From an optimization exercise on the open Yosys and OpenROAD flow, aimed at small area; shortcuts taken in it are not production practice.
The RTL was checked by simulation tests, not by an equivalence proof against the original design.
Power figures rest on the tool's default switching activity, not on a simulated workload.

v6:
Design top_module, start of the top module:
module top_module(
    input wire clk,
    input wire rst,
    input wire spi_mosi,
    input wire spi_cs_n,
    input wire mic_data_1,
    input wire mic_data_2,
    output wire [7:0] out,
    output wire pos,
    output wire neg
);
Settings: LEC_CHECK=0, CAP_MARGIN=20, CORE_MARGIN=2, CORE_UTILIZATION=70, CTS_BUF_LIST=sky130_fd_sc_hd__clkbuf_8, CTS_CLUSTER_DIAMETER=60, CTS_CLUSTER_SIZE=20, SLEW_MARGIN=20; clock period 8.0 ns.
run.sh (not shown) runs the stock make flow with config.mk's settings and CLKGATE_MAP_FILE= SYNTH_SCRIPT=/design/flow/synth_recipe.tcl, a recipe that flattens the netlist after the stock synthesis.
Modified inputs, v7 compared to v6
==> flow/flow/run.sh (new file) <==
#!/bin/bash
# The standard ORFS layout, with two changes: clock tree synthesis without
# dummy loads, and port buffers of the smallest buffer cell.
set -euo pipefail
export CTS_ARGS="-sink_clustering_enable -repair_clock_nets -buf_list sky130_fd_sc_hd__clkbuf_8 -sink_clustering_size 22 -sink_clustering_max_diameter 80 -balance_levels -dont_use_dummy_load"
export BUFFER_PORTS_ARGS="-buffer_cell sky130_fd_sc_hd__buf_1"
bash standard.sh finish > standard_flow.log 2>&1
==> flow/standard.sh (new file) <==
#!/bin/bash
# synth_recipe.tcl (not shown) runs the flow's synth.tcl, then flattens the netlist and writes it again
# the make line also repeats each setting of config.mk as NAME=value (left out here)
make -C /OpenROAD-flow-scripts/flow DESIGN_CONFIG=/design/flow/config.mk WORK_HOME=/design/flow/orfs CLKGATE_MAP_FILE= SYNTH_SCRIPT=/design/flow/synth_recipe.tcl "${@:-finish}"
diff --git a/flow/config.mk b/flow/config.mk
--- a/flow/config.mk
+++ b/flow/config.mk
@@ -9,6 +9,3 @@
 export CORE_MARGIN = 2
 export CORE_UTILIZATION = 70
-export CTS_BUF_LIST = sky130_fd_sc_hd__clkbuf_8
-export CTS_CLUSTER_DIAMETER = 60
-export CTS_CLUSTER_SIZE = 20
 export SLEW_MARGIN = 20
removed: flow/run.sh
==> run summary <==
- Worst slack on hold paths in v7 vs v6: down 37 ps
- Min fraction of area in clock buffers and inverters across v6 and v7: v7
- Relative to v6, worst slack after detailed placement increased by 830 ps in v7.
- Per the comparison of v7 with v6, global-route usage now sits at about the same level, worst slew margin relative to its limit rose by 7.2 points, cell-internal power now smaller, pin count of the biggest net entering global routing went down.
- Note that the number of buffers created by CTS recorded for v7 amounts to 0.79 times the value seen in v6.
- Lower relative contribution of combinational cells to total power among v6 and v7: v6
- Post-synthesis mux area share: v7 vs v6 identical
- The final worst-path setup slack of v7 is higher than that of v6.

* * *

== old ==
The RTL this note starts from:
==> flow/design.v <==
module spi_port (
    input wire clk,
    input wire rst,
    input wire spi_mosi,
    input wire spi_cs_n,
    output wire cap_now,           
    output wire nxt_a0,            
    output wire nxt_a1,            
    output wire nxt_lt8,           
    output reg [7:0] value,
    output reg a0,
    output reg a1,
    output reg lt8
);
    reg [15:0] shift_reg;
    reg cs_n_prev;
    assign cap_now = spi_cs_n & ~cs_n_prev;
    assign nxt_lt8 = (shift_reg[15:11] == 5'd0);
    assign nxt_a0  = nxt_lt8 & (shift_reg[10:8] == 3'd0);
    assign nxt_a1  = nxt_lt8 & (shift_reg[10:8] == 3'd1);
    always @(posedge clk or posedge rst) begin
        if (rst) begin
            shift_reg <= 16'b0;
            cs_n_prev <= 1'b1;
            value <= 8'b0;
            a0 <= 1'b1;
            a1 <= 1'b0;
            lt8 <= 1'b1;
        end else begin
            cs_n_prev <= spi_cs_n;
            if (!spi_cs_n)
                shift_reg <= {shift_reg[14:0], spi_mosi};
            else if (!cs_n_prev) begin
                value <= shift_reg[7:0];
                a0 <= nxt_a0;
                a1 <= nxt_a1;
                lt8 <= nxt_lt8;
            end
        end
    end
endmodule
module config_memory (
    input wire clk,
    input wire rst,
    input wire cap_now,
    input wire nxt_a0,
    input wire nxt_a1,
    input wire [7:0] value,
    input wire a0,
    input wire a1,
    input wire lt8,
    output reg [7:0] ratio,
    output reg flen_gt1
);
    reg [7:0] mem0;
    reg mem1_gt1;
    wire val_gt1 = |value[7:1];
    always @(posedge clk or posedge rst) begin
        if (rst) begin
            mem0 <= 8'b0;
            mem1_gt1 <= 1'b0;
            ratio <= 8'b0;
            flen_gt1 <= 1'b0;
        end else begin
            if (a0) mem0 <= value;
            if (a1) mem1_gt1 <= val_gt1;
            if (cap_now) begin
                if (nxt_a0) ratio <= lt8 ? value : 8'b0;
                if (nxt_a1) flen_gt1 <= lt8 & val_gt1;
            end else begin
                if (a0) ratio <= mem0;
                if (a1) flen_gt1 <= mem1_gt1;
            end
        end
    end
endmodule
module decimator (
    input wire clk,
    input wire rst,
    input wire [7:0] ratio,
    input wire data_1,
    input wire data_2,
    output reg out_1,
    output reg out_2,
    output reg en
);
    reg [7:0] counter;
    reg dec_clk;
    wire r1 = (ratio == 8'd1);
    wire [8:0] next = {1'b0, counter} + 9'd1;
    wire hit = (ratio != 8'd0) && (next >= {1'b0, ratio});
    always @(posedge clk or posedge rst) begin
        if (rst) begin
            counter <= 8'b0;
            out_1 <= 1'b0;
            out_2 <= 1'b0;
            dec_clk <= 1'b0;
            en <= 1'b0;
        end else begin
            en <= 1'b0;
            if (r1) begin
                out_1 <= data_1;
                out_2 <= data_2;
            end else if (hit) begin
                counter <= 8'b0;
                out_1 <= data_1;
                out_2 <= data_2;
                dec_clk <= ~dec_clk;
                en <= ~dec_clk;
            end else begin
                counter <= next[7:0];
            end
        end
    end
endmodule
module buffer (
    input wire clk,
    input wire rst,
    input wire en,
    input wire data_1,
    input wire data_2,
    input wire flen_gt1,
    output reg [7:0] corr,
    output reg pos,
    output reg neg
);
    reg [255:0] shift_reg_1;
    reg [255:0] shift_reg_2;
    reg [8:0] filled;              
    reg [7:0] corr_neg;
    reg [7:0] corr_pos;
    wire v0   = |filled;
    wire v255 = filled[8];
    wire v254 = filled[8] | (&filled[7:0]);
    wire n1_0   = v0 & shift_reg_1[0];
    wire n2_0   = v0 & shift_reg_2[0];
    wire o1_255 = v255 & shift_reg_1[255];
    wire o2_255 = v255 & shift_reg_2[255];
    wire o1_254 = v254 & shift_reg_1[254];
    wire o2_254 = v254 & shift_reg_2[254];
    function [7:0] step(input [7:0] x, input up, input dn);
        integer i;
        reg u, d;
        begin
            u = up & ~dn;
            d = dn & ~up;
            for (i = 0; i < 8; i = i + 1) begin
                step[i] = x[i] ^ (u | d);
                u = u & x[i];
                d = d & ~x[i];
            end
        end
    endfunction
    always @(posedge clk) begin
        if (en) begin
            shift_reg_1 <= {shift_reg_1[254:0], data_1};
            shift_reg_2 <= {shift_reg_2[254:0], data_2};
        end
    end
    always @(posedge clk or posedge rst) begin
        if (rst) begin
            filled <= 9'b0;
            corr <= 8'b0;
            corr_neg <= 8'b0;
            corr_pos <= 8'b0;
            pos <= 1'b0;
            neg <= 1'b0;
        end else if (en) begin
            if (!filled[8]) filled <= filled + 9'd1;
            corr <= step(corr, data_1 ^ data_2, o1_255 ^ o2_255);
            if (flen_gt1) begin
                corr_neg <= step(corr_neg, n1_0 ^ data_2, o1_255 ^ o2_254);
                corr_pos <= step(corr_pos, data_1 ^ n2_0, o1_254 ^ o2_255);
            end
            neg <= corr_neg < corr_pos;
            pos <= corr_pos < corr_neg;
        end
    end
endmodule
module top_module(
    input wire clk,
    input wire rst,
    input wire spi_mosi,
    input wire spi_cs_n,
    input wire mic_data_1,
    input wire mic_data_2,
    output wire [7:0] out,
    output wire pos,
    output wire neg
);
    wire cap_now, nxt_a0, nxt_a1, nxt_lt8;
    wire [7:0] value;
    wire a0, a1, lt8;
    wire [7:0] ratio;
    wire flen_gt1;
    wire dec_1, dec_2, dec_en;
    spi_port u_spi_port (
        .clk(clk), .rst(rst), .spi_mosi(spi_mosi), .spi_cs_n(spi_cs_n),
        .cap_now(cap_now), .nxt_a0(nxt_a0), .nxt_a1(nxt_a1), .nxt_lt8(nxt_lt8),
        .value(value), .a0(a0), .a1(a1), .lt8(lt8)
    );
    config_memory u_memory (
        .clk(clk), .rst(rst), .cap_now(cap_now), .nxt_a0(nxt_a0), .nxt_a1(nxt_a1),
        .value(value), .a0(a0), .a1(a1), .lt8(lt8),
        .ratio(ratio), .flen_gt1(flen_gt1)
    );
    decimator u_decimator (
        .clk(clk), .rst(rst), .ratio(ratio), .data_1(mic_data_1), .data_2(mic_data_2),
        .out_1(dec_1), .out_2(dec_2), .en(dec_en)
    );
    buffer u_buffer (
        .clk(clk), .rst(rst), .en(dec_en | (ratio == 8'd1)),
        .data_1(dec_1), .data_2(dec_2), .flen_gt1(flen_gt1),
        .corr(out), .pos(pos), .neg(neg)
    );
endmodule
make LEC_CHECK=0 CAP_MARGIN=20 CORE_MARGIN=2 CORE_UTILIZATION=60 CTS_BUF_LIST=sky130_fd_sc_hd__clkbuf_16 CTS_CLUSTER_DIAMETER=60 CTS_CLUSTER_SIZE=36 SLEW_MARGIN=20 finish   # period 8.0 ns
Stock flow here: none of the scripts above is used.
#### Input delta (new over old)
Settings: a change of CTS_CLUSTER_SIZE from 36 to 20; a change of CTS_BUF_LIST from sky130_fd_sc_hd__clkbuf_16 to sky130_fd_sc_hd__clkbuf_8.
[summary]
old → new: number of global-route vias before repair has increased; design area has decreased. Looking at old and new, the layout buffer count excluding clock buffers is a wash. Going from old to new, met1 layer usage reported by global route grows by 0.17 points. Across both runs, wire length on met2 was lower for new than for old. ~same routed wire length in old and new. Side by side, final critical delay including setup and external delays turned out lower in new than in old. new vs. old: utilization went down by 1.4 points. Against old as the reference, new delivers a higher register-to-register slack.

## port drivers added, routing unchanged
The results above use ideal ports. As a check the final layouts listed here were re-extracted and re-timed, cells and wires unchanged.
Step 1: set_driving_cell puts a clkbuf_16 on clk and a buf_2 on each other input, an assumption about the parent block.
Step 2 adds t to the input delays and takes it off the output delays; t is the mean of the earliest and latest rising clock arrival at the registers after step 1. Input paths then give back, and output paths get back, about the clock's delay inside the block.
Three values: no drivers, after step 1, after step 2; two values: the first two.
| run | t (ns) | slack for setup (ns) | worst setup path after step 2 | clock arrival spread, ns | worst register clock-pin slew, ns |
|---|---|---|---|---|---|
| v6 | 0.601 | 4.044 / 4.072 / 3.471 | input to register | 0.025 / 0.025 | 0.11 / 0.11 |
| v7 | 0.643 | 4.903 / 4.903 / 4.400 | input to register | 0.084 / 0.084 | 0.12 / 0.12 |
| old | 0.574 | 4.487 / 4.487 / 3.956 | input to register | 0.027 / 0.027 | 0.10 / 0.10 |
| new | 0.607 | 4.508 / 4.508 / 3.972 | input to register | 0.025 / 0.025 | 0.11 / 0.11 |
After both steps setup and hold are still met in every run listed. For v6, which loses most, drivers alone change the setup slack by +0.028 ns; drivers and shift together by -0.573 ns.
